This is an optimization exercise on Yosys and OpenROAD, whose aim is small area and a short achievable clock period, not a production implementation.
In this exercise RTL edits were held to simulation tests only and were not proved equivalent to the original.
Power and IR drop assume default switching activity.

--- flow/flow/run.sh ---
#!/bin/bash
# Standard layout, with the port buffers taken from the smallest buffer cell.
set -o pipefail
cp standard.sh standard_sh_copy.txt
export BUFFER_PORTS_ARGS="-buffer_cell sky130_fd_sc_hd__buf_1"
bash standard.sh > standard.log 2>&1
--- flow/design.v ---
module matrix(
	input clk,
	input [16:0] in,
	input [16:0] slope,
	output reg [16:0] out
);
function [255:0] rows;
	input [15:0] s;
	begin
		rows = 256'd0;
		case (s)
		16'h0001: rows[15:0] = 16'hffff;
		16'h0003: rows[31:0] = {16'hff00, 16'h00ff};
		16'h0007: rows[47:0] = {16'h3e00, 16'h01f8, 16'h0007};
		16'h000f: rows[63:0] = {16'h7800, 16'h0780, 16'h0078, 16'h0007};
		16'h001f: rows[79:0] = {16'h7000, 16'h0e00, 16'h01e0, 16'h001c, 16'h0003};
		16'h003f: rows[95:0] = {16'h6000, 16'h1c00, 16'h0380, 16'h0060, 16'h001c, 16'h0003};
		16'h007f: rows[111:0] = {16'h6000, 16'h1800, 16'h0600, 16'h01c0, 16'h0030, 16'h000c, 16'h0003};
		16'h00ff: rows[127:0] = {16'hc000, 16'h3000, 16'h0c00, 16'h0300, 16'h00c0, 16'h0030, 16'h000c, 16'h0003};
		16'h01ff: rows[143:0] = {16'hc000, 16'h3000, 16'h0c00, 16'h0200, 16'h0180, 16'h0060, 16'h0018, 16'h0006, 16'h0001};
		16'h03ff: rows[159:0] = {16'hc000, 16'h2000, 16'h1800, 16'h0600, 16'h0100, 16'h00c0, 16'h0020, 16'h0018, 16'h0006, 16'h0001};
		16'h07ff: rows[175:0] = {16'hc000, 16'h2000, 16'h1800, 16'h0400, 16'h0200, 16'h0180, 16'h0040, 16'h0030, 16'h0008, 16'h0006, 16'h0001};
		16'h0fff: rows[191:0] = {16'h8000, 16'h6000, 16'h1000, 16'h0800, 16'h0600, 16'h0100, 16'h0080, 16'h0060, 16'h0010, 16'h0008, 16'h0006, 16'h0001};
		16'h1fff: rows[207:0] = {16'h8000, 16'h6000, 16'h1000, 16'h0800, 16'h0400, 16'h0200, 16'h0180, 16'h0040, 16'h0020, 16'h0010, 16'h000c, 16'h0002, 16'h0001};
		16'h3fff: rows[223:0] = {16'h8000, 16'h4000, 16'h2000, 16'h1800, 16'h0400, 16'h0200, 16'h0100, 16'h0080, 16'h0040, 16'h0020, 16'h0018, 16'h0004, 16'h0002, 16'h0001};
		16'h7fff: rows[239:0] = {16'h8000, 16'h4000, 16'h2000, 16'h1000, 16'h0800, 16'h0400, 16'h0200, 16'h0180, 16'h0040, 16'h0020, 16'h0010, 16'h0008, 16'h0004, 16'h0002, 16'h0001};
		16'hffff: rows = {16'h8000, 16'h4000, 16'h2000, 16'h1000, 16'h0800, 16'h0400, 16'h0200, 16'h0100, 16'h0080, 16'h0040, 16'h0020, 16'h0010, 16'h0008, 16'h0004, 16'h0002, 16'h0001};
		default: rows = 256'd0;
		endcase
	end
endfunction
wire [255:0] r = rows(slope[15:0]);
wire [15:0] prod;
genvar k;
generate for (k = 0; k < 16; k = k + 1) begin : g
	assign prod[k] = |(in[15:0] & r[16*k +: 16]);
end endgenerate
always @(posedge clk) begin
	out[15:0] <= prod;
	out[16] <= in[16] ^ slope[16];
end
endmodule
module matrix_t(
	input clk,
	input [16:0] in,
	input [16:0] slope,
	output reg sign,
	output reg [4:0] count
);
wire [15:0] w = slope[15:0];
wire valid = w[0] & (&(w[14:0] | ~w[15:1]));
wire [16:0] we = {1'b0, w};
wire [16:1] dec;
wire [15:0] o;
genvar n;
generate for (n = 1; n <= 16; n = n + 1) begin : d
	assign dec[n] = valid & we[n-1] & ~we[n];
end endgenerate
assign o[0] = (dec[1] & in[0])
	| (dec[2] & in[0])
	| (dec[3] & in[0])
	| (dec[4] & in[0])
	| (dec[5] & in[0])
	| (dec[6] & in[0])
	| (dec[7] & in[0])
	| (dec[8] & in[0])
	| (dec[9] & in[0])
	| (dec[10] & in[0])
	| (dec[11] & in[0])
	| (dec[12] & in[0])
	| (dec[13] & in[0])
	| (dec[14] & in[0])
	| (dec[15] & in[0])
	| (dec[16] & in[0]);
assign o[1] = (dec[2] & in[8])
	| (dec[3] & in[3])
	| (dec[4] & in[3])
	| (dec[5] & in[2])
	| (dec[6] & in[2])
	| (dec[7] & in[2])
	| (dec[8] & in[2])
	| (dec[9] & in[1])
	| (dec[10] & in[1])
	| (dec[11] & in[1])
	| (dec[12] & in[1])
	| (dec[13] & in[1])
	| (dec[14] & in[1])
	| (dec[15] & in[1])
	| (dec[16] & in[1]);
assign o[2] = (dec[3] & in[9])
	| (dec[4] & in[7])
	| (dec[5] & in[5])
	| (dec[6] & in[5])
	| (dec[7] & in[4])
	| (dec[8] & in[4])
	| (dec[9] & in[3])
	| (dec[10] & in[3])
	| (dec[11] & in[3])
	| (dec[12] & in[3])
	| (dec[13] & in[2])
	| (dec[14] & in[2])
	| (dec[15] & in[2])
	| (dec[16] & in[2]);
assign o[3] = (dec[4] & in[11])
	| (dec[5] & in[9])
	| (dec[6] & in[7])
	| (dec[7] & in[6])
	| (dec[8] & in[6])
	| (dec[9] & in[5])
	| (dec[10] & in[5])
	| (dec[11] & in[4])
	| (dec[12] & in[4])
	| (dec[13] & in[4])
	| (dec[14] & in[3])
	| (dec[15] & in[3])
	| (dec[16] & in[3]);
assign o[4] = (dec[5] & in[12])
	| (dec[6] & in[10])
	| (dec[7] & in[9])
	| (dec[8] & in[8])
	| (dec[9] & in[7])
	| (dec[10] & in[6])
	| (dec[11] & in[6])
	| (dec[12] & in[5])
	| (dec[13] & in[5])
	| (dec[14] & in[5])
	| (dec[15] & in[4])
	| (dec[16] & in[4]);
assign o[5] = (dec[6] & in[13])
	| (dec[7] & in[11])
	| (dec[8] & in[10])
	| (dec[9] & in[9])
	| (dec[10] & in[8])
	| (dec[11] & in[7])
	| (dec[12] & in[7])
	| (dec[13] & in[6])
	| (dec[14] & in[6])
	| (dec[15] & in[5])
	| (dec[16] & in[5]);
assign o[6] = (dec[7] & in[13])
	| (dec[8] & in[12])
	| (dec[9] & in[10])
	| (dec[10] & in[9])
	| (dec[11] & in[9])
	| (dec[12] & in[8])
	| (dec[13] & in[7])
	| (dec[14] & in[7])
	| (dec[15] & in[6])
	| (dec[16] & in[6]);
assign o[7] = (dec[8] & in[14])
	| (dec[9] & in[12])
	| (dec[10] & in[11])
	| (dec[11] & in[10])
	| (dec[12] & in[9])
	| (dec[13] & in[9])
	| (dec[14] & in[8])
	| (dec[15] & in[7])
	| (dec[16] & in[7]);
assign o[8] = (dec[9] & in[14])
	| (dec[10] & in[13])
	| (dec[11] & in[11])
	| (dec[12] & in[11])
	| (dec[13] & in[10])
	| (dec[14] & in[9])
	| (dec[15] & in[9])
	| (dec[16] & in[8]);
assign o[9] = (dec[10] & in[14])
	| (dec[11] & in[13])
	| (dec[12] & in[12])
	| (dec[13] & in[11])
	| (dec[14] & in[10])
	| (dec[15] & in[10])
	| (dec[16] & in[9]);
assign o[10] = (dec[11] & in[14])
	| (dec[12] & in[13])
	| (dec[13] & in[12])
	| (dec[14] & in[11])
	| (dec[15] & in[11])
	| (dec[16] & in[10]);
assign o[11] = (dec[12] & in[15])
	| (dec[13] & in[13])
	| (dec[14] & in[13])
	| (dec[15] & in[12])
	| (dec[16] & in[11]);
assign o[12] = (dec[13] & in[15])
	| (dec[14] & in[14])
	| (dec[15] & in[13])
	| (dec[16] & in[12]);
assign o[13] = (dec[14] & in[15])
	| (dec[15] & in[14])
	| (dec[16] & in[13]);
assign o[14] = (dec[15] & in[15])
	| (dec[16] & in[14]);
assign o[15] = (dec[16] & in[15]);
integer i;
reg [4:0] c;
always @(*) begin
	c = 5'd0;
	for (i = 0; i < 16; i = i + 1)
		if (o[i])
			c = i + 1;
end
always @(posedge clk) begin
	sign <= in[16] ^ slope[16];
	count <= c;
end
endmodule
module add_core(
	input [16:0] in,
	input [4:0] ic,
	input [32:0] t,
	input [5:0] tc,
	output hold,
	output sign,
	output [31:0] res
);
wire si = in[16];
wire st = t[32];
wire opp = si ^ st;
wire ile = {1'b0, ic} <= tc;
wire ieq = {1'b0, ic} == tc;
wire [6:0] base = opp ? {tc, 1'b0} + 7'd16 : 7'd16;
wire [6:0] sd = base - {2'b0, ic};
wire [5:0] s = (opp & ile) ? {1'b0, ic} + 6'd16 : sd[5:0];
wire [48:0] x = {st, t[31:0], {16{opp}}};
wire [48:0] xs = x >> s;
assign hold = opp & ((st & ieq) | (~st & ~ile & (sd[5:0] == 6'd16)));
assign sign = opp ? (ile ? st : si) : si;
assign res = xs[31:0] | (opp ? 32'd0 : {15'd0, in});
endmodule
module sort16(
	input [15:0] v,
	output [15:0] t
);
wire s0h = v[0] | v[1];
wire s0l = v[0] & v[1];
wire s1h = v[2] | v[3];
wire s1l = v[2] & v[3];
wire s2h = s0h | s1h;
wire s2l = s0h & s1h;
wire s3h = s0l | s1l;
wire s3l = s0l & s1l;
wire s4h = s3h | s2l;
wire s4l = s3h & s2l;
wire s5h = v[4] | v[5];
wire s5l = v[4] & v[5];
wire s6h = v[6] | v[7];
wire s6l = v[6] & v[7];
wire s7h = s5h | s6h;
wire s7l = s5h & s6h;
wire s8h = s5l | s6l;
wire s8l = s5l & s6l;
wire s9h = s8h | s7l;
wire s9l = s8h & s7l;
wire s10h = s2h | s7h;
wire s10l = s2h & s7h;
wire s11h = s4l | s9l;
wire s11l = s4l & s9l;
wire s12h = s11h | s10l;
wire s12l = s11h & s10l;
wire s13h = s4h | s9h;
wire s13l = s4h & s9h;
wire s14h = s3l | s8l;
wire s14l = s3l & s8l;
wire s15h = s14h | s13l;
wire s15l = s14h & s13l;
wire s16h = s13h | s12h;
wire s16l = s13h & s12h;
wire s17h = s15h | s12l;
wire s17l = s15h & s12l;
wire s18h = s15l | s11l;
wire s18l = s15l & s11l;
wire s19h = v[8] | v[9];
wire s19l = v[8] & v[9];
wire s20h = v[10] | v[11];
wire s20l = v[10] & v[11];
wire s21h = s19h | s20h;
wire s21l = s19h & s20h;
wire s22h = s19l | s20l;
wire s22l = s19l & s20l;
wire s23h = s22h | s21l;
wire s23l = s22h & s21l;
wire s24h = v[12] | v[13];
wire s24l = v[12] & v[13];
wire s25h = v[14] | v[15];
wire s25l = v[14] & v[15];
wire s26h = s24h | s25h;
wire s26l = s24h & s25h;
wire s27h = s24l | s25l;
wire s27l = s24l & s25l;
wire s28h = s27h | s26l;
wire s28l = s27h & s26l;
wire s29h = s21h | s26h;
wire s29l = s21h & s26h;
wire s30h = s23l | s28l;
wire s30l = s23l & s28l;
wire s31h = s30h | s29l;
wire s31l = s30h & s29l;
wire s32h = s23h | s28h;
wire s32l = s23h & s28h;
wire s33h = s22l | s27l;
wire s33l = s22l & s27l;
wire s34h = s33h | s32l;
wire s34l = s33h & s32l;
wire s35h = s32h | s31h;
wire s35l = s32h & s31h;
wire s36h = s34h | s31l;
wire s36l = s34h & s31l;
wire s37h = s34l | s30l;
wire s37l = s34l & s30l;
wire s38h = s10h | s29h;
wire s38l = s10h & s29h;
wire s39h = s17l | s36l;
wire s39l = s17l & s36l;
wire s40h = s39h | s38l;
wire s40l = s39h & s38l;
wire s41h = s16l | s35l;
wire s41l = s16l & s35l;
wire s42h = s18l | s37l;
wire s42l = s18l & s37l;
wire s43h = s42h | s41l;
wire s43l = s42h & s41l;
wire s44h = s41h | s40h;
wire s44l = s41h & s40h;
wire s45h = s43h | s40l;
wire s45l = s43h & s40l;
wire s46h = s43l | s39l;
wire s46l = s43l & s39l;
wire s47h = s16h | s35h;
wire s47l = s16h & s35h;
wire s48h = s18h | s37h;
wire s48l = s18h & s37h;
wire s49h = s48h | s47l;
wire s49l = s48h & s47l;
wire s50h = s17h | s36h;
wire s50l = s17h & s36h;
wire s51h = s14l | s33l;
wire s51l = s14l & s33l;
wire s52h = s51h | s50l;
wire s52l = s51h & s50l;
wire s53h = s50h | s49h;
wire s53l = s50h & s49h;
wire s54h = s52h | s49l;
wire s54l = s52h & s49l;
wire s55h = s52l | s48l;
wire s55l = s52l & s48l;
wire s56h = s47h | s44h;
wire s56l = s47h & s44h;
wire s57h = s53h | s44l;
wire s57l = s53h & s44l;
wire s58h = s53l | s45h;
wire s58l = s53l & s45h;
wire s59h = s54h | s45l;
wire s59l = s54h & s45l;
wire s60h = s54l | s46h;
wire s60l = s54l & s46h;
wire s61h = s55h | s46l;
wire s61l = s55h & s46l;
wire s62h = s55l | s42l;
wire s62l = s55l & s42l;
assign t = {s51l, s62l, s62h, s61l, s61h, s60l, s60h, s59l, s59h, s58l, s58h, s57l, s57h, s56l, s56h, s38h};
endmodule
module squish_sigmoid(
	input [32:0] in,
	output [7:0] lv
);
wire [15:0] dq = in[15:0];
wire [15:0] pq;
genvar i;
generate for (i = 0; i < 16; i = i + 1) begin : p
	assign pq[i] = in[2*i] | in[2*i+1];
end endgenerate
wire dth = &(~dq[15:1] | dq[14:0]);
wire pth = &(~pq[15:1] | pq[14:0]);
wire [15:0] tl, th;
sort16 sl(.v(in[15:0]), .t(tl));
sort16 sh(.v(in[31:16]), .t(th));
wire [15:0] th_r;
generate for (i = 0; i < 16; i = i + 1) begin : r
	assign th_r[i] = th[15 - i];
end endgenerate
wire big = |(tl & th_r);
wire [7:0] dlv = !dth ? 8'd0 :
	!in[32] ? {dq[3:0], 4'b1111} : {5'd0, dq[0] & ~dq[1], dq[0] & ~dq[2], dq[0] & ~dq[3]};
wire [7:0] plv = {8{pth & ~in[32]}};
assign lv = big ? plv : dlv;
endmodule
module xortally_net(
	input clk,
	input rst,
	input [16:0] x1,
	input [16:0] x2,
	input [16:0] w1,
	input [16:0] w2,
	input [16:0] w3,
	input [16:0] w4,
	input [16:0] w5,
	input [16:0] w6,
	input [16:0] b1,
	input [16:0] b2,
	input [16:0] b3,
	output [16:0] h1,
	output [16:0] h2,
	output [16:0] y
);
wire [7:0] lv1, lv2, lv3;
hidden n1(.clk(clk), .rst(rst), .xa(x1), .wa(w1), .xb(x2), .wb(w2), .b(b1), .lv(lv1));
hidden n2(.clk(clk), .rst(rst), .xa(x1), .wa(w3), .xb(x2), .wb(w4), .b(b2), .lv(lv2));
outer n3(.clk(clk), .rst(rst), .la(lv1), .wa(w5), .lb(lv2), .wb(w6), .b(b3), .lv(lv3));
assign h1 = {1'b0, lv1[7], lv1[6], {2{lv1[5]}}, {4{lv1[4]}}, {4{lv1[3]}}, {2{lv1[2]}}, lv1[1], lv1[0]};
assign h2 = {1'b0, lv2[7], lv2[6], {2{lv2[5]}}, {4{lv2[4]}}, {4{lv2[3]}}, {2{lv2[2]}}, lv2[1], lv2[0]};
assign y = {1'b0, lv3[7], lv3[6], {2{lv3[5]}}, {4{lv3[4]}}, {4{lv3[3]}}, {2{lv3[2]}}, lv3[1], lv3[0]};
endmodule
module hidden(
	input clk,
	input rst,
	input [16:0] xa,
	input [16:0] wa,
	input [16:0] xb,
	input [16:0] wb,
	input [16:0] b,
	output [7:0] lv
);
function [4:0] pc16;
	input [15:0] v;
	integer i;
	begin
		pc16 = 5'd0;
		for (i = 0; i < 16; i = i + 1)
			pc16 = pc16 + v[i];
	end
endfunction
function [4:0] tcount16;
	input [15:0] t;
	reg [16:0] h;
	begin
		h = {t, 1'b1} & ~{1'b0, t};    
		tcount16[4] = h[16];
		tcount16[3] = |h[15:8];
		tcount16[2] = |{h[15:12], h[7:4]};
		tcount16[1] = |{h[15:14], h[11:10], h[7:6], h[3:2]};
		tcount16[0] = |{h[15], h[13], h[11], h[9], h[7], h[5], h[3], h[1]};
	end
endfunction
function [5:0] pc32;
	input [31:0] v;
	integer i;
	begin
		pc32 = 6'd0;
		for (i = 0; i < 32; i = i + 1)
			pc32 = pc32 + v[i];
	end
endfunction
wire [16:0] ma, mb;
matrix m_a(.clk(clk), .in(xa), .slope(wa), .out(ma));
matrix m_b(.clk(clk), .in(xb), .slope(wb), .out(mb));
wire [4:0] ca = pc16(ma[15:0]);
reg s1;
reg [15:0] p1;
reg [4:0] c1;
wire h2n, s2n;
wire [31:0] t2n;
reg s2;
reg [31:0] t2;
wire [15:0] mbt;
sort16 mbs(.v(mb[15:0]), .t(mbt));
add_core a2(.in(mb), .ic(tcount16(mbt)), .t({s1, 16'd0, p1}), .tc({1'b0, c1}), .hold(h2n), .sign(s2n), .res(t2n));
wire h3n, s3n;
wire [31:0] t3n;
reg [32:0] t3;
wire [15:0] t2l, t2h;
sort16 tsl(.v(t2[15:0]), .t(t2l));
sort16 tsh(.v(t2[31:16]), .t(t2h));
wire [5:0] tc2 = tcount16(t2l) + tcount16(t2h);
wire [15:0] bt;
sort16 bs(.v(b[15:0]), .t(bt));
add_core a3(.in(b), .ic(tcount16(bt)), .t({s2, t2}), .tc(tc2), .hold(h3n), .sign(s3n), .res(t3n));
squish_sigmoid ss(.in(t3), .lv(lv));
always @(posedge clk) begin
	if (rst) begin
		s1 <= 1'b0;
		p1 <= 16'd0;
		c1 <= 5'd0;
		s2 <= 1'b0;
		t2 <= 32'd0;
		t3 <= 33'd0;
	end else begin
		s1 <= ma[16] & (ca != 5'd0);
		p1 <= ma[16] ? ~(16'hffff << ca) : ma[15:0];
		c1 <= ca;
		if (!h2n) begin
			s2 <= s2n;
			t2 <= t2n;
		end
		if (!h3n)
			t3 <= {s3n, t3n};
	end
end
endmodule
module outer(
	input clk,
	input rst,
	input [7:0] la,
	input [16:0] wa,
	input [7:0] lb,
	input [16:0] wb,
	input [16:0] b,
	output [7:0] lv
);
function [4:0] pc16;
	input [15:0] v;
	integer i;
	begin
		pc16 = 5'd0;
		for (i = 0; i < 16; i = i + 1)
			pc16 = pc16 + v[i];
	end
endfunction
function [4:0] tcount16;
	input [15:0] t;
	reg [16:0] h;
	begin
		h = {t, 1'b1} & ~{1'b0, t};    
		tcount16[4] = h[16];
		tcount16[3] = |h[15:8];
		tcount16[2] = |{h[15:12], h[7:4]};
		tcount16[1] = |{h[15:14], h[11:10], h[7:6], h[3:2]};
		tcount16[0] = |{h[15], h[13], h[11], h[9], h[7], h[5], h[3], h[1]};
	end
endfunction
wire [16:0] ha = {1'b0, la[7], la[6], {2{la[5]}}, {4{la[4]}}, {4{la[3]}}, {2{la[2]}}, la[1], la[0]};
wire [16:0] hb = {1'b0, lb[7], lb[6], {2{lb[5]}}, {4{lb[4]}}, {4{lb[3]}}, {2{lb[2]}}, lb[1], lb[0]};
wire sa, sb;
wire [4:0] ca, cb;
matrix_t m_a(.clk(clk), .in(ha), .slope(wa), .sign(sa), .count(ca));
matrix_t m_b(.clk(clk), .in(hb), .slope(wb), .sign(sb), .count(cb));
reg s7;
reg [4:0] c7;
reg s8, pv8;
reg [5:0] m8;
reg [3:0] p8;
reg h8n, s8n, pv8n;
reg [5:0] m8n;
reg [3:0] p8n;
reg [5:0] dd;
always @(*) begin
	h8n = 1'b0;
	s8n = sb;
	m8n = {1'b0, c7} + {1'b0, cb};
	pv8n = 1'b0;
	p8n = 4'd0;
	dd = {c7, 1'b0} - {1'b0, cb};
	if (sb == s7) begin
		pv8n = sb && m8n <= 6'd16;
	end else if (sb) begin
		if (cb > c7) begin
			h8n = {1'b0, cb} == {c7, 1'b0};
			s8n = 1'b1;
			m8n = cb - c7;
		end else begin
			s8n = 1'b0;
			m8n = c7 - cb;
		end
	end else begin
		if (cb > c7) begin
			s8n = 1'b0;
			m8n = cb - c7;
			pv8n = {c7, 1'b0} > {1'b0, cb};
			p8n = 4'd0 - dd[3:0];
		end else begin
			h8n = cb == c7;
			s8n = 1'b1;
			m8n = c7 - cb;
			pv8n = cb != 5'd0;
			p8n = 4'd0 - cb[3:0];
		end
	end
end
wire [31:0] t8 = ~(32'hffffffff << m8) | ({31'd0, pv8} << {1'b1, p8});
wire h9n, s9n;
wire [31:0] t9n;
reg [32:0] t9;
wire [15:0] bt;
sort16 bs(.v(b[15:0]), .t(bt));
add_core a9(.in(b), .ic(tcount16(bt)), .t({s8, t8}), .tc(m8 + pv8), .hold(h9n), .sign(s9n), .res(t9n));
squish_sigmoid ss(.in(t9), .lv(lv));
always @(posedge clk) begin
	if (rst) begin
		s7 <= 1'b0;
		c7 <= 5'd0;
		s8 <= 1'b0;
		m8 <= 6'd0;
		pv8 <= 1'b0;
		p8 <= 4'd0;
		t9 <= 33'd0;
	end else begin
		s7 <= sa & (ca != 5'd0);
		c7 <= ca;
		if (!h8n) begin
			s8 <= s8n;
			m8 <= m8n;
			pv8 <= pv8n;
			p8 <= p8n;
		end
		if (!h9n)
			t9 <= {s9n, t9n};
	end
end
endmodule
--- flow/standard.sh ---
#!/bin/bash
# synth_recipe.tcl (not shown) runs the flow's synth.tcl, then flattens the netlist and writes it again
# the make line also repeats each setting of config.mk as NAME=value (left out here)
make -C /OpenROAD-flow-scripts/flow DESIGN_CONFIG=/design/flow/config.mk WORK_HOME=/design/flow/orfs CLKGATE_MAP_FILE= SYNTH_SCRIPT=/design/flow/synth_recipe.tcl "${@:-finish}"
--- flow/config.mk ---
export PLATFORM = sky130hd
export DESIGN_NAME = xortally_net
export DESIGN_NICKNAME = xortally_net
export VERILOG_FILES = /design/flow/design.v
export SDC_FILE = /design/flow/constraint.sdc
export NUM_CORES = 4
export LEC_CHECK = 0
export ABC_AREA = 1
export CAP_MARGIN = 20
export CORE_MARGIN = 2
export CORE_UTILIZATION = 45
export SETUP_SLACK_MARGIN = 4
export SLEW_MARGIN = 20
--- flow/constraint.sdc ---
create_clock -name core_clock -period 11.0 [get_ports {clk}]
set_input_delay 2.2000 -clock core_clock [delete_from_list [all_inputs] [get_ports {clk}]]
set_output_delay 2.2000 -clock core_clock [all_outputs]
set_load 0.01 [all_outputs]
==> results of run 1 <==
[worst max-delay path, delay by kind of cell (launching register included)]
family | cells | cell delay (ps)
XOR/XNOR | 1 | 170
AO/OA/AOI/OAI | 11 | 1700
flip-flops | 1 | 430
buffers and inverters | 8 | 690
adder cells (fa/ha/maj) | 3 | 1070
AND/OR/NAND/NOR | 14 | 2410
[synth_stat cells (all sizes together), types with 4 or more instances]
| library cell | instances | area share (%) |
|---|---|---|
| xnor2 | 15 | 0.34 |
| a211o | 5 | 0.11 |
| inv | 1150 | 10 |
| nand3 | 643 | 7.8 |
| and2 | 16 | 0.24 |
| nor4 | 59 | 0.89 |
| o21a | 6 | 0.11 |
| o211ai | 51 | 0.93 |
| fa | 30 | 1.5 |
| nand3b | 14 | 0.25 |
| or3 | 10 | 0.15 |
| a22oi | 10 | 0.18 |
| ha | 99 | 3.0 |
| xor2 | 21 | 0.44 |
| mux2i | 13 | 0.31 |
| nor2 | 945 | 8.7 |
| a221o | 6 | 0.15 |
| buf | 144 | 2.1 |
| a31oi | 23 | 0.35 |
| a221oi | 26 | 0.55 |
| clkinv | 9 | 0.085 |
| a211oi | 26 | 0.47 |
| and3 | 4 | 0.061 |
| dfxtp | 307 | 15 |
| o2111ai | 24 | 0.51 |
| a2111oi | 4 | 0.085 |
| o21bai | 15 | 0.27 |
| a21oi | 388 | 4.8 |
| nand2 | 2381 | 22 |
| o21ai | 680 | 8.3 |
| nand4 | 117 | 1.8 |
| or2 | 104 | 1.6 |
| clkbuf | 145 | 1.3 |
| o31ai | 7 | 0.13 |
| nor3 | 142 | 1.8 |
| o221ai | 27 | 0.57 |
| o22ai | 155 | 2.4 |
| o41ai | 5 | 0.11 |
[flip-flops by register name, indices dropped and copies added, names as in the netlist, 5 cells and up]
name and flops:
n2.t3 33, n2.p1 16, n1.p1 16, n3.m_b.count 5, n2.m_b.out 17, n2.c1 5, n3.m8 6, n1.t3 33
n3.c7 5, n1.c1 5, n2.m_a.out 17, n1.t2 32, n3.m_a.count 5, n3.t9 33, n2.t2 32, n1.m_a.out 17
n1.m_b.out 17
[metrics by stage]
stage	power (mW)	instances	util, %	hold slack (ps)	cell area, µm²
floorplan	6.09	7855	-	400	41300
global placement	7.45	9018	46.6	421	42600
detailed placement	7.47	9018	46.6	415	42600
CTS	8.91	9093	48.1	424	44000
global route	10.2	9116	48.8	453	44600
finish	9.34	9122	48.8	422	44600
[how the worst min path moves through the flow]
stage,to,cells after the start
global placement,n3.c7[1]$_SDFF_PP0_,2
global route,n3.c7[0]$_SDFF_PP0_,2
finish,n3.c7[1]$_SDFF_PP0_,2
floorplan,n3.c7[1]$_SDFF_PP0_,2
detailed placement,n3.c7[1]$_SDFF_PP0_,2
CTS,n3.c7[1]$_SDFF_PP0_,2
[kinds of logic (layout without fill, tap and decap cells)]
family,count (synthesis),in the layout
xor gates and xnor gates,36,36
DFF,307,307
buffers and inverters,1448,1521
and+or+nand+nor,4439,4441
AOI/OAI and AO/OA,1480,1480
muxes,13,13
adders and majority gates,129,129
other,1,9
[timing repair]
item | CTS | global route
cloned | 4 | 5
buffers inserted | 2 | 18
hold buffers | 0 | 0
resized for setup | 16 | 138
pin swaps | 1 | 15
setup endpoints to repair | 57 | 96
[metal layers]
metal	share of wire [%]	global-route usage, %	up-vias	wire (µm)
met1	46	41.7	22358	67600
met5	0.0075	0	-	11
met3	6.7	2.65	247	9770
li1	-	-	25699	-
met2	45	49.0	1787	65700
met4	2.5	7.84	2	3730
[where the power goes]
group          leakage, nW  internal [mW]  switching (mW)
Sequential            2.52           1.29           0.208
Clock                0.646          0.797           0.563
Combinational         18.7           2.08            4.40
[cell type report]
| type | instances | area [µm²] |
|---|---|---|
| Sequential cell | 307 | 6180 |
| Clock inverter | 17 | 239 |
| Multi-Input combinational cell | 6102 | 29700 |
| Timing Repair inverter | 3 | 20.0 |
| Timing Repair Buffer | 290 | 1460 |
| Fill cell | 10269 | 46800 |
| Antenna cell | 6 | 15.0 |
| Clock buffer | 52 | 1080 |
| Tap cell | 1186 | 1480 |
| Inverter | 1159 | 4400 |
==> out/qor.csv, run 1 <==
stage;metric;value;unit
clock_tree;clockRootBuffer;clkbuf_16;
sta;setup_ws;4350;ps
floorplanning;pin_count;240;
placement;gp_congestion;0.974;
routing;firstDrtPassIters;8;
finish;layout_common_cells;2,351 x nand2_1, 1,107 x inv_1, 925 x nor2_1;
floorplanning;dieHeight;307;µm
sta;tightestPinTransition;1060;ps
clock_tree;cts.htree.levels;2;
placement;place_ws;2770;ps
clock_tree;clk_latency;600;ps
synth;yosysSeqAreaShare;14.9;%
sta;final.min_clock_period;6650;ps
sta;slew_violations;0;
critical_path;crit_type;flip-flop to flip-flop;
routing;drt_iter0_drc;4676;
run;cap_violations;0;
run_status;status;complete, no violations;
synth;ys_ff_latch;307;
finish;syn_to_final_growth;7.96;%
critical_path;worst_setup_path_end_kind;flip-flop;
synth;synth_compound_area_share;20.6;%
critical_path;reg2reg_to;n1.t3[24]$_SDFFE_PP0N_;
critical_path;worstSetupStartpoint;n1.t2[14]$_SDFFE_PP0N_;
synth;synthMuxAreaShare;0.315;%
power;p_leak;21.9;nW
critical_path;critPathMaxFanout;32;
floorplanning;start_util;45.2;%
power;vdd_ir_drop_max;231;µV
sta;hold_viol;0;
synth;syn_avg_cell_area;5.26;µm²
finish;finalNetCount;8220;
routing;drc_errors;0;
synth;syn_inst;7853;
placement;port_buffers;236;
floorplanning;dieArea;94300;µm²
placement;hpwl;117000;µm
critical_path;worst-r2r-setup-slack;4350;ps
sta;fin_crit_sh;60.5;%
synth;synth_edf_count;0;
power;power_density;209;nW/µm²
critical_path;startpoint_type;flip-flop;
critical_path;critical-path-max-stage-delay;470;ps
global_routing;grt_usage;29.8;%
critical_path;cp-endpoint;n1.t3[24]$_SDFFE_PP0N_;
floorplanning;die_w;307;µm
synth;synth-adder-area-share;4.45;%
global_routing;grt_overflow;0;
sta;fmax;150;MHz
finish;final_common_cell;nand2_1;
clock_tree;clock-sinks;307;
synth;synth-xor-area-share;0.781;%
floorplanning;rows;111;
synth;syn_area;41300;µm²
routing;postRouteAntennaNets;0;
routing;vias;50093;
routing;vias_per_cell;5.49;
critical_path;rr_startpoint;n1.t2[14]$_SDFFE_PP0N_;
synth;synthArstFlopShare;0;%
critical_path;crit_required;11420;ps
floorplanning;coreArea;91400;µm²
worst_hold_path;hold_start;n3.m_a.count[1]$_SDFF_PP0_;
clock_tree;clkTransAtPathRegs;60;ps
sta;slew_headroom;29.5;%
clock_tree;cts_buffers;39;
routing;avgRoutedWirePerCell;16.1;µm
synth;synth-simple-area-share;45.1;%
critical_path;rr_worst_depth;37;
worst_hold_path;hold_class;flip-flop to flip-flop;
critical_path;cp_data_arrival_time;7070;ps
synth;ys.flop_type;dfxtp_1;
sta;fin_tns_setup;0;ps
critical_path;cp_slowest_cell;fa_1;
synth;synth_top_family_by_area;simple AND/OR/NAND/NOR gates;
clock_tree;max-clock-path-buffers;3;
synth;yosys_warnings;4;
global_routing;antenna_found_initial;7;
synth;ys_types;75;
global_routing;grt_pass1_wl;232000;µm
global_routing;grt_max_degree;93;
sta;rsz0062_at_grt;no;
clock_tree;cts_tree;done;
sta;fin_skew;27.0;ps
sta;setup_viol_count_final;0;
routing;wl;147000;µm
finish;layout-drive-gt1-share;4.67;%
global_routing;grt_pass1_vias;44715;
==> inputs of run 2 (changes only) <==
==> flow/run.sh (new file) <==
#!/bin/bash
# synth_recipe.tcl (not shown) runs the flow's synth.tcl, then flattens the netlist and writes it again
# the make line also repeats each setting of config.mk as NAME=value (left out here)
make -C /OpenROAD-flow-scripts/flow DESIGN_CONFIG=/design/flow/config.mk WORK_HOME=/design/flow/orfs CLKGATE_MAP_FILE= SYNTH_SCRIPT=/design/flow/synth_recipe.tcl finish
removed: flow/flow/run.sh
removed: flow/standard.sh
==> run 2 against run 1 <==
  * Critical endpoint is now n1.t3[5]$_SDFFE_PP0N_
  * Count of clock-buffer cells in the layout fell by 4
  * Worst hold slack improved by 13 ps
  * Wire length rose by 2.3%
  * Synthesized area did not move
  * Still clean on timing, DRC and antenna
==> out/qor.csv, run 2 <==
stage;metric;value;unit;change
sta;setup_ws;4350;ps;-0.0400 ps
critical_path;critPathMaxFanout;32;;unchanged
routing;avgRoutedWirePerCell;16.4;µm;+2.1%
sta;fin_tns_setup;0;ps;unchanged
critical_path;worst_setup_path_end_kind;flip-flop;;
floorplanning;rows;111;;unchanged
global_routing;grt_overflow;0;;unchanged
clock_tree;cts_tree;done;;
critical_path;startpoint_type;flip-flop;;
critical_path;crit_top_cell;nand2_1;;
power;p_leak;22.8;nW;+4.1%
routing;drc_errors;0;;unchanged
global_routing;grt_pass1_wl;237000;µm;+2.0%
clock_tree;ctsHoldBuffers;0;;unchanged
routing;wl_met2;67600;µm;+2.9%
floorplanning;pin_count;240;;unchanged
clock_tree;cts.htree.levels;2;;unchanged
sta;fin_skew;33.8;ps;+6.72 ps
sta;fmax;150;MHz;about the same
global_routing;grt_pass1_vias;45176;;+1.0%
power;power.switching;5.22;mW;+0.85%
clock_tree;clkTransAtPathRegs;60;ps;about the same
finish;syn_to_final_growth;12.3;%;
routing;vias_per_cell;5.49;;about the same
synth;synth_top_area_share;21.4;%;unchanged
critical_path;crit_required;11480;ps;+60 ps
power;power.internal;4.26;mW;+2.4%
floorplanning;dieArea;94300;µm²;unchanged
sta;fin_crit_sh;60.5;%;about the same
sta;final.min_clock_period;6650;ps;+0.0400 ps
power;sw_frac_of_total;55.0;%;-0.39 points
synth;synth_area_leaders;nand2_1 21%, dfxtp_1 15%, inv_1 10%;;
synth;yosysSeqAreaShare;14.9;%;unchanged
finish;layout_common_cells;2,353 x nand2_1, 1,108 x inv_1, 927 x nor2_1;;
synth;syn_area;41300;µm²;unchanged
synth;ys_types;75;;unchanged
routing;wl_met3;10200;µm;+4.0%
power;vdd_ir_drop_max;196;µV;-15%
routing;top_layer;met5;;
routing;wl_met1;68400;µm;+1.2%
routing;postRouteAntennaNets;0;;unchanged
clock_tree;cts_buffers;39;;unchanged
power;power_frac_clock;14.6;%;about the same
finish;instances_no_fill;9141;;+0.21%
floorplanning;die_w;307;µm;unchanged
synth;syn_inst;7853;;unchanged
critical_path;cp_data_arrival_time;7140;ps;+70 ps
sta;slew_violations;0;;unchanged
critical_path;crit_type;flip-flop to flip-flop;;
sta;fin_hold_ws;435;ps;+12.6 ps
run_status;status;complete, no violations;;
synth;synthTopCellsByCount;2,358 x nand2_1, 1,114 x inv_1, 934 x nor2_1;;
routing;drt_iter0_drc;4875;;+4.3%
finish;layout-drive-gt1-share;5.02;%;+0.35 points
power;seq_power_share;15.7;%;-0.3 points
synth;syn_avg_cell_area;5.26;µm²;unchanged
synth;synth.most_common_cell;nand2_1;;
placement;hpwl;119000;µm;+1.6%
synth;synth_top_area_cell;nand2_1;;
power;power_frac_comb;69.7;%;+0.3 points
clock_tree;clock-sinks;307;;unchanged
placement;dp.cells;9019;;+0.011%
placement;placed_area;44100;µm²;+3.5%
critical_path;critical-path-max-stage-delay;460;ps;about the same
global_routing;grt_usage;30.5;%;+0.73 points
routing;wl;150000;µm;+2.3%
synth;synthArstFlopShare;0;%;unchanged
sta;hold_viol;0;;unchanged
placement;gp_congestion;0.964;;-0.98%
sta;rsz0062_at_grt;no;;
synth;yosys_warnings;4;;unchanged
critical_path;cp_slowest_cell;fa_1;;
sta;setup_viol_count_final;0;;unchanged
placement;port_buffers;236;;unchanged
synth;ys.flop_type;dfxtp_1;;
sta;slew_headroom;29.7;%;+0.19 points
clock_tree;clk_latency;580;ps;-20 ps
finish;fin_area;46400;µm²;+4.0%
finish;final_common_cell;nand2_1;;
synth;synth_edf_count;0;;unchanged
clock_tree;max-clock-path-buffers;3;;unchanged
worst_hold_path;hold_class;flip-flop to flip-flop;;
global_routing;grt_max_degree;109;;+17%
synth;ys_ff_latch;307;;unchanged
floorplanning;coreArea;91400;µm²;unchanged
placement;place_ws;2330;ps;-438 ps
routing;vias;50212;;+0.24%
floorplanning;start_util;45.2;%;unchanged
sta;tightestPinTransition;1060;ps;-2.89 ps
run;cap_violations;0;;unchanged
routing;firstDrtPassIters;6;;-2
floorplanning;dieHeight;307;µm;unchanged
finish;finalNetCount;8239;;+0.23%
global_routing;antenna_found_initial;9;;+2
finish;top_regs;n1.t3 x33, n2.t3 x33, n3.t9 x33;;
clock_tree;clockRootBuffer;clkbuf_16;;
power;power_density;204;nW/µm²;-2.3%
-- run 2: what timing repair did --
item,4_1_cts,5_1_grt
gates resized for setup,37,142
setup endpoints to repair,96,113
endpoints found under the hold margin,0,0
buffers inserted,3,31
pin swaps,3,20
cloned,4,9
-- run 2: stage by stage --
| stage | utilization [%] | power, mW |
|---|---|---|
| finish | 50.8 | 9.48 |
| floorplan | - | 6.09 |
| detailed placement | 48.2 | 7.58 |
| CTS | 49.9 | 9.06 |
| global route | 50.8 | 10.4 |
| global placement | 48.2 | 7.57 |
-- run 2: per-layer routing --
metal,GRT usage [%],vias up
met5,0,-
met1,41.9,22490
li1,-,25730
met4,8.33,2
met3,3.21,260
met2,50.6,1730
-- run 2: path summary, 6_finish.rpt --
kind	start	endpoint	slack (ps)	depth (start not counted)
max	n1.t2[17]$_SDFFE_PP0N_	n1.t3[5]$_SDFFE_PP0N_	4350	39
min	n3.m_a.count[1]$_SDFF_PP0_	n3.c7[1]$_SDFF_PP0_	430	2
max reg2reg	n1.t2[17]$_SDFFE_PP0N_	n1.t3[5]$_SDFFE_PP0N_	4350	39
min reg2reg	n3.m_a.count[1]$_SDFF_PP0_	n3.c7[1]$_SDFF_PP0_	430	2
-- run 2: area by class of cell --
type	count	area [µm²]
flip-flops and latches	307	6190
repair buffers	307	3130
clock buffers	48	1030
inverters	1159	4400
multi-input cells	6105	29800
repair inverters	2	15.0
well taps	1186	1480
diodes	5	12.5
fillers	10047	45000
clock inverters	22	317
-- run 2: power groups by stage --
stage	clock, mW	combinational (mW)	sequential (mW)
6_report	1.38	6.61	1.49
5_1_grt	1.45	7.44	1.52
4_1_cts	1.41	6.17	1.49
3_5_place_dp	0	6.08	1.51
3_3_place_gp	0	6.06	1.51
2_1_floorplan	0	4.67	1.42
-- run 2: logic make-up (layout without fill, tap and decap cells) --
family	Yosys count	after routing	synth area share (%)
AND/OR/NAND/NOR	4439	4444	45.1
AO/OA/AOI/OAI	1480	1480	20.6
buffers and inverters	1448	1538	13.9
flip-flops	307	307	14.9
adder cells (fa/ha/maj)	129	129	4.45
XOR/XNOR	36	36	0.781
multiplexers	13	13	0.315
other	1	8	0.00907
-- run 2: critical path, delay by kind of cell (launching register included) --
family                     cells  cell delay, ps
adders and majority gates      3            1050
buffers and inverters          7             650
AOI/OAI and AO/OA              9            1720
xor gates and xnor gates       1             170
and+or+nand+nor               19            2580
DFF                            1             360
==> inputs of run 3 (changes only) <==
--- a/flow/config.mk
+++ b/flow/config.mk
@@ -9,5 +9,5 @@
 export CAP_MARGIN = 20
 export CORE_MARGIN = 2
 export CORE_UTILIZATION = 45
-export SETUP_SLACK_MARGIN = 4
+export SETUP_SLACK_MARGIN = 5
 export SLEW_MARGIN = 20
==> run 3 against run 2 <==
  * Combinational power grew 39%
  * Sequential power grew 3%
  * Global-route usage grew 0.83 points
  * Clock power grew 5%
  * Critical path depth grew 11
  * Worst setup slack gained 430 ps
  * Still clean on timing, DRC and antenna
  * Largest power group unchanged
  * Via count grew 4.5%
  * Die area is the same
  * Highest routed layer unchanged
  * Critical endpoint is now n2.t3[15]$_SDFFE_PP0N_
==> out/qor.csv, run 3 <==
stage;metric;value;unit;change
routing;vias_per_cell;5.62;;+2.3%
finish;final_common_cell;nand2_1;;
global_routing;grt_pass1_vias;46952;;+3.9%
synth;syn_area;41300;µm²;unchanged
routing;wl;160000;µm;+6.7%
finish;finalNetCount;8439;;+2.4%
clock_tree;clock-sinks;307;;unchanged
critical_path;worst_setup_path_end_kind;flip-flop;;
global_routing;grt_max_degree;86;;-21%
floorplanning;rows;111;;unchanged
critical_path;worstSetupStartpoint;n2.t2[20]$_SDFFE_PP0N_;;
sta;rsz0062_at_grt;yes;;
synth;synth_area_leaders;nand2_1 21%, dfxtp_1 15%, inv_1 10%;;
worst_hold_path;hold_class;flip-flop to flip-flop;;
global_routing;antenna_found_initial;7;;-2
synth;synth_top_area_cell;nand2_1;;
finish;top_regs;n1.t3 x33, n2.t3 x33, n3.t9 x33;;
power;power.switching;6.48;mW;+24%
finish;fin_area;51900;µm²;+12%
critical_path;critPathMaxFanout;8;;-75%
global_routing;grt_pass1_wl;244000;µm;+2.8%
synth;synthTopCellsByCount;2,358 x nand2_1, 1,114 x inv_1, 934 x nor2_1;;
placement;placed_area;44000;µm²;about the same
synth;synth_edf_count;0;;unchanged
sta;fin_hold_ws;429;ps;-6.37 ps
floorplanning;die_w;307;µm;unchanged
synth;syn_avg_cell_area;5.26;µm²;unchanged
sta;slew_violations;0;;unchanged
worst_hold_path;hold_depth;2;;unchanged
power;power_frac_comb;75.5;%;+5.8 points
critical_path;crit_type;flip-flop to flip-flop;;
floorplanning;dieArea;94300;µm²;unchanged
floorplanning;start_util;45.2;%;unchanged
critical_path;rr_startpoint;n2.t2[20]$_SDFFE_PP0N_;;
sta;tightestPinTransition;1040;ps;-11.3 ps
routing;drc_errors;0;;unchanged
sta;fmax;161;MHz;+7.0%
power;power.internal;5.69;mW;+33%
clock_tree;clk_latency;570;ps;about the same
critical_path;critical-path-max-stage-delay;410;ps;-50 ps
run_status;status;complete, no violations;;
synth;ys_ff_latch;307;;unchanged
placement;hpwl;118000;µm;-0.67%
worst_hold_path;hold_start;n3.m_a.count[1]$_SDFF_PP0_;;
global_routing;grt_usage;31.3;%;+0.83 points
sta;fin_tns_setup;0;ps;unchanged
clock_tree;cts_tree;done;;
sta;final.min_clock_period;6220;ps;-434 ps
critical_path;startpoint_type;flip-flop;;
synth;syn_inst;7853;;unchanged
sta;setup_viol_count_final;0;;unchanged
floorplanning;coreArea;91400;µm²;unchanged
clock_tree;clkTransAtPathRegs;60;ps;about the same
clock_tree;max-clock-path-buffers;3;;unchanged
placement;port_buffers;236;;unchanged
synth;ys.flop_type;dfxtp_1;;
sta;fin_skew;30.2;ps;-3.57 ps
sta;fin_crit_sh;56.5;%;-3.9 points
clock_tree;cts_buffers;39;;unchanged
critical_path;crit_required;11460;ps;-20 ps
finish;layout_common_cells;2,190 x nand2_1, 1,007 x inv_1, 818 x nor2_1;;
power;power_density;234;nW/µm²;+15%
synth;synth_top_area_share;21.4;%;unchanged
global_routing;grt_overflow;0;;unchanged
routing;drt_iter0_drc;5423;;+11%
finish;utilization;56.8;%;+6.0 points
finish;syn_to_final_growth;25.6;%;
clock_tree;clockRootBuffer;clkbuf_16;;
clock_tree;ctsHoldBuffers;0;;unchanged
power;seq_power_share;12.6;%;-3.1 points
run;cap_violations;0;;unchanged
critical_path;rr_worst_depth;50;;+28%
floorplanning;pin_count;240;;unchanged
routing;postRouteAntennaNets;0;;unchanged
routing;avgRoutedWirePerCell;17.1;µm;+4.3%
sta;hold_viol;0;;unchanged
synth;synth.most_common_cell;nand2_1;;
critical_path;cp_data_arrival_time;6680;ps;-460 ps
finish;layout-drive-gt1-share;17.5;%;+12 points
synth;synthArstFlopShare;0;%;unchanged
power;power_frac_clock;11.9;%;-2.7 points
power;p_leak;25.0;nW;+9.8%
routing;vias;52491;;+4.5%
synth;ys_types;75;;unchanged
critical_path;cp_slowest_cell;fa_2;;
sta;slew_headroom;30.4;%;+0.75 points
floorplanning;dieHeight;307;µm;unchanged
placement;gp_congestion;1.00;;+4.0%
synth;yosys_warnings;4;;unchanged
power;sw_frac_of_total;53.3;%;-1.8 points
power;vdd_ir_drop_max;233;µV;+19%
synth;yosysSeqAreaShare;14.9;%;unchanged
routing;firstDrtPassIters;6;;unchanged
clock_tree;cts.htree.levels;2;;unchanged
run 3: logic make-up after synthesis:
group,count (synthesis),share of synthesized area [%]
and+or+nand+nor,4439,45.1
AOI/OAI and AO/OA,1480,20.6
buffers and inverters,1448,13.9
DFF,307,14.9
adders and majority gates,129,4.45
xor gates and xnor gates,36,0.781
muxes,13,0.315
other,1,0.00907
run 3: through the flow:
stage / setup slack [ps] / instances / power (mW)
3_5_place_dp: 2220 / 9017 / 7.56
6_report: 4780 / 9344 / 12.2
5_1_grt: 4490 / 9339 / 13.0
4_1_cts: 4810 / 9226 / 10.2
2_1_floorplan: 5010 / 7855 / 6.09
3_3_place_gp: 2240 / 9016 / 7.54
run 3: path summary, 6_finish.rpt:
kind,endpoint,slack (ps)
min,n3.c7[1]$_SDFF_PP0_,430
max reg2reg,n2.t3[15]$_SDFFE_PP0N_,4780
min reg2reg,n3.c7[1]$_SDFF_PP0_,430
max,n2.t3[15]$_SDFFE_PP0N_,4780
run 3: timing repair:
item | CTS | global route
pin swaps | 167 | 280
setup buffers | 112 | 97
resized for setup | 597 | 925
setup endpoints to repair | 135 | 207
gates cloned | 25 | 15
run 3: power by group through the flow:
| stage | clock network [mW] | logic [mW] | registers (mW) |
|---|---|---|---|
| after floorplan | 0 | 4.67 | 1.42 |
| after global placement | 0 | 6.03 | 1.51 |
| final | 1.45 | 9.18 | 1.53 |
| after detailed placement | 0 | 6.05 | 1.51 |
| after global routing | 1.52 | 9.92 | 1.55 |
| after CTS | 1.48 | 7.22 | 1.49 |
run 3: metal layers:
metal | track usage, % | vias to the layer above | share of wire (%)
li1 | - | 26179 | -
met1 | 42.1 | 23761 | 44
met2 | 52.8 | 2136 | 45
met3 | 3.27 | 411 | 7.1
met4 | 9.43 | 4 | 3.5
met5 | 0 | - | 0.016
run 3: final cells by class:
cell class	count	area [µm²]
antenna	6	15.0
clock buffer	51	1110
clock inverter	21	329
fill	9404	39500
inverter	1159	4550
multi-input combinational	6105	32900
sequential	307	6350
tap	1186	1480
timing repair buffer	496	5060
timing repair inverter	13	104
run 3: worst max-delay path, delay by kind of cell, from the launching register on:
kind / cells / cell delay (ps)
compound gates: 10 / 1460
xor+xnor: 1 / 260
simple gates: 21 / 1790
fa+ha+maj: 3 / 840
flops: 1 / 400
buf+inv: 15 / 1330
==> inputs of run 4 (changes only) <==
==> flow/flow/run.sh (new file) <==
#!/bin/bash
# The standard layout (standard.sh, which runs the ORFS make targets and
# keeps each step's log under orfs/logs), with the port buffers that ORFS's
# buffer_ports adds taken from the smallest buffer cell instead of the one it
# picks itself. Everything else, synthesis included, is the standard flow.
set -o pipefail
export BUFFER_PORTS_ARGS="-buffer_cell sky130_fd_sc_hd__buf_1"
bash standard.sh > standard.log 2>&1
==> flow/standard.sh (new file) <==
#!/bin/bash
# synth_recipe.tcl (not shown) runs the flow's synth.tcl, then flattens the netlist and writes it again
# the make line also repeats each setting of config.mk as NAME=value (left out here)
make -C /OpenROAD-flow-scripts/flow DESIGN_CONFIG=/design/flow/config.mk WORK_HOME=/design/flow/orfs CLKGATE_MAP_FILE= SYNTH_SCRIPT=/design/flow/synth_recipe.tcl "${@:-finish}"
--- a/flow/config.mk
+++ b/flow/config.mk
@@ -9,5 +9,6 @@
 export CAP_MARGIN = 20
 export CORE_MARGIN = 2
 export CORE_UTILIZATION = 45
-export SETUP_SLACK_MARGIN = 5
+export CTS_BUF_LIST = sky130_fd_sc_hd__clkbuf_2 sky130_fd_sc_hd__clkbuf_4 sky130_fd_sc_hd__clkbuf_8
+export SETUP_SLACK_MARGIN = 4
 export SLEW_MARGIN = 20
removed: flow/run.sh
==> run 4 against run 3 <==
  * Via count down 4.2%
  * Clock skew up 30 ps
  * Final cell count down 1.9%
  * Worst hold slack worse by 6.1 ps
  * Synthesized area unchanged
  * Global-route usage down 1.7 points
  * Utilization down 7.8 points
  * Worst setup slack worse by 410 ps
  * Register-to-register slack worse by 410 ps
  * Critical endpoint is now n1.t3[24]$_SDFFE_PP0N_
  * Largest cell class unchanged
==> out/qor.csv, run 4 <==
stage;metric;value;unit;change
run_status;status;complete, no violations;;
floorplanning;dieArea;94300;µm²;unchanged
floorplanning;coreArea;91400;µm²;unchanged
power;power_density;209;nW/µm²;-11%
sta;fin_tns_setup;0;ps;unchanged
floorplanning;rows;111;;unchanged
critical_path;critical-path-max-stage-delay;470;ps;+60 ps
global_routing;grt_pass1_wl;232000;µm;-4.8%
sta;hold_viol;0;;unchanged
sta;setup_ws;4370;ps;-414 ps
power;p_leak;22.0;nW;-12%
global_routing;antenna_found_initial;7;;unchanged
power;vdd_ir_drop_max;236;µV;+1.4%
placement;place_ws;2770;ps;+555 ps
finish;layout-drive-gt1-share;5.32;%;-12 points
finish;finalNetCount;8245;;-2.3%
critical_path;startpoint_type;flip-flop;;
clock_tree;clk_latency;710;ps;+140 ps
global_routing;grt_pass1_vias;44760;;-4.7%
synth;syn_inst;7853;;unchanged
floorplanning;dieHeight;307;µm;unchanged
synth;yosys_warnings;4;;unchanged
finish;top_regs;n1.t3 x33, n2.t3 x33, n3.t9 x33;;
clock_tree;max-clock-path-buffers;3;;unchanged
routing;firstDrtPassIters;6;;unchanged
finish;layout_common_cells;2,350 x nand2_1, 1,108 x inv_1, 925 x nor2_1;;
run;cap_violations;0;;unchanged
synth;synth.most_common_cell;nand2_1;;
finish;syn_to_final_growth;8.24;%;
synth;synth_edf_count;0;;unchanged
critical_path;crit_family;simple AND/OR/NAND/NOR gates;;
sta;fin_crit_sh;60.3;%;+3.8 points
critical_path;crit_type;flip-flop to flip-flop;;
synth;synthArstFlopShare;0;%;unchanged
synth;ys_ff_latch;307;;unchanged
floorplanning;die_w;307;µm;unchanged
synth;syn_avg_cell_area;5.26;µm²;unchanged
synth;synth_top_area_share;21.4;%;unchanged
routing;drc_errors;0;;unchanged
worst_hold_path;hold_class;flip-flop to flip-flop;;
synth;synth_top_area_cell;nand2_1;;
clock_tree;ctsHoldBuffers;0;;unchanged
routing;vias_per_cell;5.49;;-2.3%
placement;dp.cells;9018;;+0.011%
clock_tree;cts_buffers;58;;+49%
critical_path;critPathMaxFanout;32;;+24
global_routing;grt_usage;29.7;%;-1.7 points
clock_tree;cts.htree.levels;2;;unchanged
placement;port_buffers;236;;unchanged
sta;slew_headroom;28.1;%;-2.3 points
critical_path;crit_required;11550;ps;+90 ps
critical_path;cp_slowest_cell;fa_1;;
sta;rsz0062_at_grt;no;;
sta;final.min_clock_period;6630;ps;+414 ps
finish;instances_no_fill;9162;;-1.9%
critical_path;worst_setup_path_end_kind;flip-flop;;
finish;final_common_cell;nand2_1;;
synth;synth_area_leaders;nand2_1 21%, dfxtp_1 15%, inv_1 10%;;
global_routing;grt_overflow;0;;unchanged
routing;postRouteAntennaNets;0;;unchanged
synth;ys.flop_type;dfxtp_1;;
placement;gp_congestion;0.974;;-2.9%
clock_tree;clockRootBuffer;clkbuf_8;;
synth;syn_area;41300;µm²;unchanged
routing;drt_iter0_drc;4553;;-16%
synth;ys_types;75;;unchanged
routing;vias;50299;;-4.2%
sta;setup_viol_count_final;0;;unchanged
sta;slew_violations;0;;unchanged
clock_tree;clkTransAtPathRegs;60;ps;about the same
routing;wl;147000;µm;-8.3%
floorplanning;pin_count;240;;unchanged
clock_tree;clock-sinks;307;;unchanged
critical_path;path_buf_inv;8;;-7
sta;tightestPinTransition;1080;ps;+34.4 ps
synth;synthTopCellsByCount;2,358 x nand2_1, 1,114 x inv_1, 934 x nor2_1;;
clock_tree;cts_tree;done;;
finish;utilization;49.0;%;-7.8 points
routing;avgRoutedWirePerCell;16.0;µm;-6.4%
sta;fmax;151;MHz;-6.2%
critical_path;cp_data_arrival_time;7180;ps;+500 ps
placement;hpwl;117000;µm;-0.87%
sta;fin_skew;59.8;ps;+29.6 ps
global_routing;grt_max_degree;93;;+8.1%
floorplanning;start_util;45.2;%;unchanged
synth;yosysSeqAreaShare;14.9;%;unchanged
[run 4: layout make-up]
| cell class | count | area (µm²) |
|---|---|---|
| timing repair inverter | 4 | 25.0 |
| clock buffer | 86 | 1110 |
| sequential | 307 | 6180 |
| multi-input combinational | 6101 | 29700 |
| antenna | 5 | 12.5 |
| inverter | 1159 | 4400 |
| fill | 10245 | 46600 |
| clock inverter | 18 | 225 |
| tap | 1186 | 1480 |
| timing repair buffer | 296 | 1550 |
[run 4: report_power, final]
part           switching (mW)  leakage (nW)  internal (mW)
registers               0.206          2.52           1.29
logic                    4.42          18.7           2.12
clock network           0.550         0.689          0.746
total                    5.18          22.0           4.16
[run 4: stage by stage]
stage          hold slack [ps]  cell area, µm²  power [mW]
2_1_floorplan              400           41300        6.09
3_3_place_gp               421           42600        7.45
3_5_place_dp               415           42600        7.47
4_1_cts                    424           44000        8.84
5_1_grt                    464           44700        10.2
6_report                   422           44700        9.34
[run 4: worst register-to-register path, delay by kind of cell, from the launching register on]
family | cells | cell delay (ps)
DFF | 1 | 430
and+or+nand+nor | 14 | 2400
buffers and inverters | 8 | 710
adders and majority gates | 3 | 1070
xor gates and xnor gates | 1 | 170
AOI/OAI and AO/OA | 11 | 1680
[run 4: metal layers]
| metal | wire [µm] | up-vias | global-route usage, % | share of wire [%] |
|---|---|---|---|---|
| met3 | 9660 | 255 | 2.74 | 6.6 |
| met4 | 3710 | 2 | 7.83 | 2.5 |
| li1 | - | 25733 | - | - |
| met2 | 65800 | 1795 | 48.6 | 45 |
| met5 | 11 | - | 0 | 0.0075 |
| met1 | 67800 | 22514 | 41.6 | 46 |
[run 4: cell families after synthesis]
family / after synthesis / synth area share (%)
AO/OA/AOI/OAI: 1480 / 20.6
XOR/XNOR: 36 / 0.781
adder cells (fa/ha/maj): 129 / 4.45
buffers and inverters: 1448 / 13.9
flip-flops: 307 / 14.9
multiplexers: 13 / 0.315
other: 1 / 0.00907
AND/OR/NAND/NOR: 4439 / 45.1
[run 4: repair_timing]
item | 4_1_cts | 5_1_grt
pin swaps | 0 | 17
endpoints found under the setup margin | 42 | 98
buffers inserted | 2 | 23
cloned | 3 | 7
resized for setup | 12 | 155
[run 4: worst paths after layout]
kind | cells past startpoint | to | startpoint | slack (ps)
worst max-delay path | 37 | n1.t3[24]$_SDFFE_PP0N_ | n1.t2[1]$_SDFFE_PP0N_ | 4370
worst max register to register | 37 | n1.t3[24]$_SDFFE_PP0N_ | n1.t2[1]$_SDFFE_PP0N_ | 4370
worst min register to register | 2 | n3.c7[1]$_SDFF_PP0_ | n3.m_a.count[1]$_SDFF_PP0_ | 420
worst min-delay path | 2 | n3.c7[1]$_SDFF_PP0_ | n3.m_a.count[1]$_SDFF_PP0_ | 420
==> inputs of run 5 (changes only) <==
--- a/flow/config.mk
+++ b/flow/config.mk
@@ -9,6 +9,6 @@
 export CAP_MARGIN = 20
 export CORE_MARGIN = 2
 export CORE_UTILIZATION = 45
-export CTS_BUF_LIST = sky130_fd_sc_hd__clkbuf_2 sky130_fd_sc_hd__clkbuf_4 sky130_fd_sc_hd__clkbuf_8
+export PLACE_DENSITY = 0.75
 export SETUP_SLACK_MARGIN = 4
 export SLEW_MARGIN = 20
==> run 5 against run 4 <==
  * Utilization is 0.28 points lower
  * Critical path depth is 4 higher
  * Count of clock-buffer cells in the layout is 36 lower
  * Clock skew down 27 ps
  * Worst hold slack gained 12 ps
  * First-iteration DRC count increased by 16%
  * Critical path type unchanged
  * Largest power group unchanged
==> out/qor.csv, run 5 <==
stage;metric;value;unit;change
run_status;status;complete, no violations;;
synth;synth_compound_area_share;20.6;%;unchanged
global_routing;grt_pass1_wl;223000;µm;-3.8%
power;power.switching;5.08;mW;-2.0%
worst_hold_path;hold_class;flip-flop to flip-flop;;
finish;syn_to_final_growth;7.62;%;
sta;fin_skew;32.6;ps;-27.2 ps
finish;layout_common_cells;2,354 x nand2_1, 1,106 x inv_1, 927 x nor2_1;;
synth;synthMuxAreaShare;0.315;%;unchanged
routing;wl;139000;µm;-5.4%
routing;drc_errors;0;;unchanged
synth;synth-adder-area-share;4.45;%;unchanged
synth;yosys_warnings;4;;unchanged
sta;fmax;152;MHz;+0.75%
finish;layout-drive-gt1-share;4.55;%;-0.77 points
synth;syn_avg_cell_area;5.26;µm²;unchanged
routing;postRouteAntennaNets;0;;unchanged
synth;synth_area_leaders;nand2_1 21%, dfxtp_1 15%, inv_1 10%;;
synth;synth_edf_count;0;;unchanged
finish;top_regs;n1.t3 x33, n2.t3 x33, n3.t9 x33;;
synth;syn_inst;7853;;unchanged
routing;firstDrtPassIters;8;;+2
sta;final.min_clock_period;6580;ps;-49.3 ps
global_routing;grt_pass1_vias;44587;;-0.39%
global_routing;grt_max_degree;73;;-22%
global_routing;use_met1;37.8;%;-3.8 points
global_routing;top_usage_layer;met2;;
global_routing;met2_usage;46.7;%;-1.9 points
floorplanning;pin_count;240;;unchanged
power;sw_frac_of_total;55.2;%;-0.31 points
critical_path;critPathMaxFanout;16;;-50%
clock_tree;clock-sinks;307;;unchanged
floorplanning;die_w;307;µm;unchanged
sta;tightestPinTransition;1050;ps;-28.6 ps
synth;yosysSeqAreaShare;14.9;%;unchanged
critical_path;cp_data_arrival_time;7080;ps;-100 ps
clock_tree;cts.htree.levels;2;;unchanged
placement;gp_congestion;1.00;;+2.7%
clock_tree;ctsHoldBuffers;0;;unchanged
power;power_frac_comb;69.8;%;-0.3 points
clock_tree;cts_tree;done;;
critical_path;crit_top_cell;nand2_1;;
routing;drt_iter0_drc;5277;;+16%
synth;synth-xor-area-share;0.781;%;unchanged
sta;fin_crit_sh;59.9;%;-0.45 points
run;cap_violations;0;;unchanged
finish;instances_no_fill;9117;;-0.49%
routing;vias;50391;;+0.18%
placement;dp.cells;9015;;-0.033%
synth;synth.most_common_cell;nand2_1;;
synth;synth_top_family_by_area;simple AND/OR/NAND/NOR gates;;
global_routing;grt_usage;28.2;%;-1.5 points
critical_path;cp_slowest_cell;fa_2;;
sta;rsz0062_at_grt;yes;;
sta;fin_tns_setup;0;ps;unchanged
clock_tree;max-clock-path-buffers;3;;unchanged
placement;port_buffers;236;;unchanged
power;power.internal;4.13;mW;-0.72%
finish;finalNetCount;8220;;-0.30%
sta;slew_violations;0;;unchanged
power;p_leak;21.8;nW;-0.65%
power;power_density;207;nW/µm²;-0.84%
floorplanning;start_util;45.2;%;unchanged
critical_path;worst_setup_path_end_kind;flip-flop;;
synth;synth-simple-area-share;45.1;%;unchanged
critical_path;critical-path-max-stage-delay;410;ps;-60 ps
floorplanning;rows;111;;unchanged
power;power_frac_clock;14.1;%;+0.2 points
floorplanning;dieArea;94300;µm²;unchanged
synth;synth_top_area_share;21.4;%;unchanged
power;vdd_ir_drop_max;195;µV;-17%
synth;ys.flop_type;dfxtp_1;;
synth;ys_ff_latch;307;;unchanged
global_routing;use_met3;2.90;%;+0.17 points
critical_path;crit_type;flip-flop to flip-flop;;
clock_tree;clk_latency;590;ps;-120 ps
routing;avgRoutedWirePerCell;15.2;µm;-5.0%
sta;setup_viol_count_final;0;;unchanged
synth;syn_area;41300;µm²;unchanged
critical_path;crit_required;11490;ps;-60 ps
finish;fillers;9872;;-3.6%
sta;hold_viol;0;;unchanged
clock_tree;clkTransAtPathRegs;70;ps;about the same
finish;final_common_cell;nand2_1;;
placement;hpwl;110000;µm;-5.8%
routing;vias_per_cell;5.53;;+0.68%
clock_tree;clockRootBuffer;clkbuf_16;;
critical_path;startpoint_type;flip-flop;;
sta;slew_headroom;30.0;%;+1.9 points
floorplanning;coreArea;91400;µm²;unchanged
synth;ys_types;75;;unchanged
global_routing;antenna_found_initial;4;;-3
floorplanning;dieHeight;307;µm;unchanged
power;seq_power_share;16.1;%;about the same
synth;synthArstFlopShare;0;%;unchanged
clock_tree;cts_buffers;38;;-34%
synth;synthTopCellsByCount;2,358 x nand2_1, 1,114 x inv_1, 934 x nor2_1;;
global_routing;grt_overflow;0;;unchanged
synth;synth_top_area_cell;nand2_1;;
-- run 5: cell counts after synthesis --
No cell type changed its count.
-- run 5: metal layers --
metal,up-vias,wire length (µm)
met3,285,9300
met4,0,4650
met1,22506,62200
met5,-,0
li1,25686,-
met2,1914,62900
-- run 5: critical path: cells and delay by family, from the launching register on --
| kind | cells | cell delay (ps) |
|---|---|---|
| AOI/OAI and AO/OA | 8 | 1410 |
| xor gates and xnor gates | 1 | 250 |
| adders and majority gates | 3 | 960 |
| buffers and inverters | 8 | 730 |
| DFF | 1 | 380 |
| and+or+nand+nor | 21 | 2720 |
-- run 5: metrics by stage --
step | hold slack, ps | util, % | power (mW) | worst slack [ps] | area [µm²]
2_1_floorplan | 400 | - | 6.09 | 4960 | 41300
3_3_place_gp | 421 | 46.6 | 7.32 | 2790 | 42500
3_5_place_dp | 427 | 46.6 | 7.39 | 2660 | 42500
4_1_cts | 437 | 48.1 | 8.80 | 4000 | 43900
5_1_grt | 451 | 48.7 | 10.1 | 3930 | 44500
6_report | 434 | 48.7 | 9.21 | 4420 | 44500
-- run 5: area by class of cell --
class / instances / area (µm²) / share of cell area [%]
Multi-Input combinational cell: 6102 / 29700 / 66.7
Timing Repair inverter: 5 / 30.0 / 0.0675
Clock inverter: 16 / 193 / 0.433
Timing Repair Buffer: 289 / 1440 / 3.24
Inverter: 1159 / 4400 / 9.90
Clock buffer: 50 / 1060 / 2.37
Antenna cell: 3 / 7.51 / 0.0169
Tap cell: 1186 / 1480 / 3.34
Sequential cell: 307 / 6180 / 13.9
-- run 5: final timing paths --
path         slack (ps)                  startpoint               endpoint  cells after the start
max                4420      n2.t2[28]$_SDFFE_PP0N_  n2.t3[8]$_SDFFE_PP0N_                     41
min                 430  n3.m_a.count[4]$_SDFF_PP1_    n3.c7[4]$_SDFF_PP0_                      2
max reg2reg        4420      n2.t2[28]$_SDFFE_PP0N_  n2.t3[8]$_SDFFE_PP0N_                     41
min reg2reg         430  n3.m_a.count[4]$_SDFF_PP1_    n3.c7[4]$_SDFF_PP0_                      2
-- run 5: timing repair --
item,CTS,global route
gates cloned,4,7
setup endpoints to repair,73,97
resized for setup,16,115
buffers inserted,6,16
pin swaps,0,16
-- run 5: power by group through the flow --
| stage | Clock (mW) | Sequential (mW) | Combinational, mW |
|---|---|---|---|
| 2_1_floorplan | 0 | 1.42 | 4.67 |
| 3_3_place_gp | 0 | 1.49 | 5.83 |
| 3_5_place_dp | 0 | 1.50 | 5.89 |
| 4_1_cts | 1.32 | 1.48 | 6.01 |
| 5_1_grt | 1.37 | 1.50 | 7.24 |
| 6_report | 1.30 | 1.48 | 6.43 |
-- run 5: cells by family (layout without fill, tap and decap cells) --
| logic type | after synthesis | in the layout |
|---|---|---|
| xor gates and xnor gates | 36 | 36 |
| buffers and inverters | 1448 | 1519 |
| other | 1 | 6 |
| muxes | 13 | 13 |
| AOI/OAI and AO/OA | 1480 | 1481 |
| adders and majority gates | 129 | 129 |
| DFF | 307 | 307 |
| and+or+nand+nor | 4439 | 4440 |

-- afterwards: timing with drivers on the ports --
The results above use ideal ports. As a check the final layouts listed here were re-extracted and re-timed, cells and wires unchanged.
Step 1: set_driving_cell puts a clkbuf_16 on clk and a buf_2 on each other input, an assumption about the parent block.
Step 2, shift: input delay + t, output delay - t, t = (earliest + latest rising clock arrival at the registers) / 2. This alone moves slack from input paths to output paths.
Three values: no drivers, after step 1, after step 2; two values: the first two.
run	t, ns	setup slack, ns	latest minus earliest clock arrival (ns)	slew at the worst register clock pin (ns)	worst data-port slew with drivers (ns)
run 1	0.653	4.346 / 4.330 / 3.873	0.030 / 0.029	0.07 / 0.07	0.22
run 2	0.639	4.346 / 4.316 / 3.759	0.039 / 0.039	0.07 / 0.07	0.18
run 3	0.630	4.781 / 4.781 / 4.234	0.043 / 0.044	0.07 / 0.07	0.20
run 4	0.742	4.366 / 4.366 / 3.730	0.063 / 0.063	0.08 / 0.08	0.22
run 5	0.640	4.416 / 4.416 / 3.848	0.045 / 0.044	0.07 / 0.07	0.09
After both steps every run listed still meets setup and hold. For run 4, which loses most, drivers alone change the setup slack by 0.000 ns; drivers and shift together by -0.636 ns.
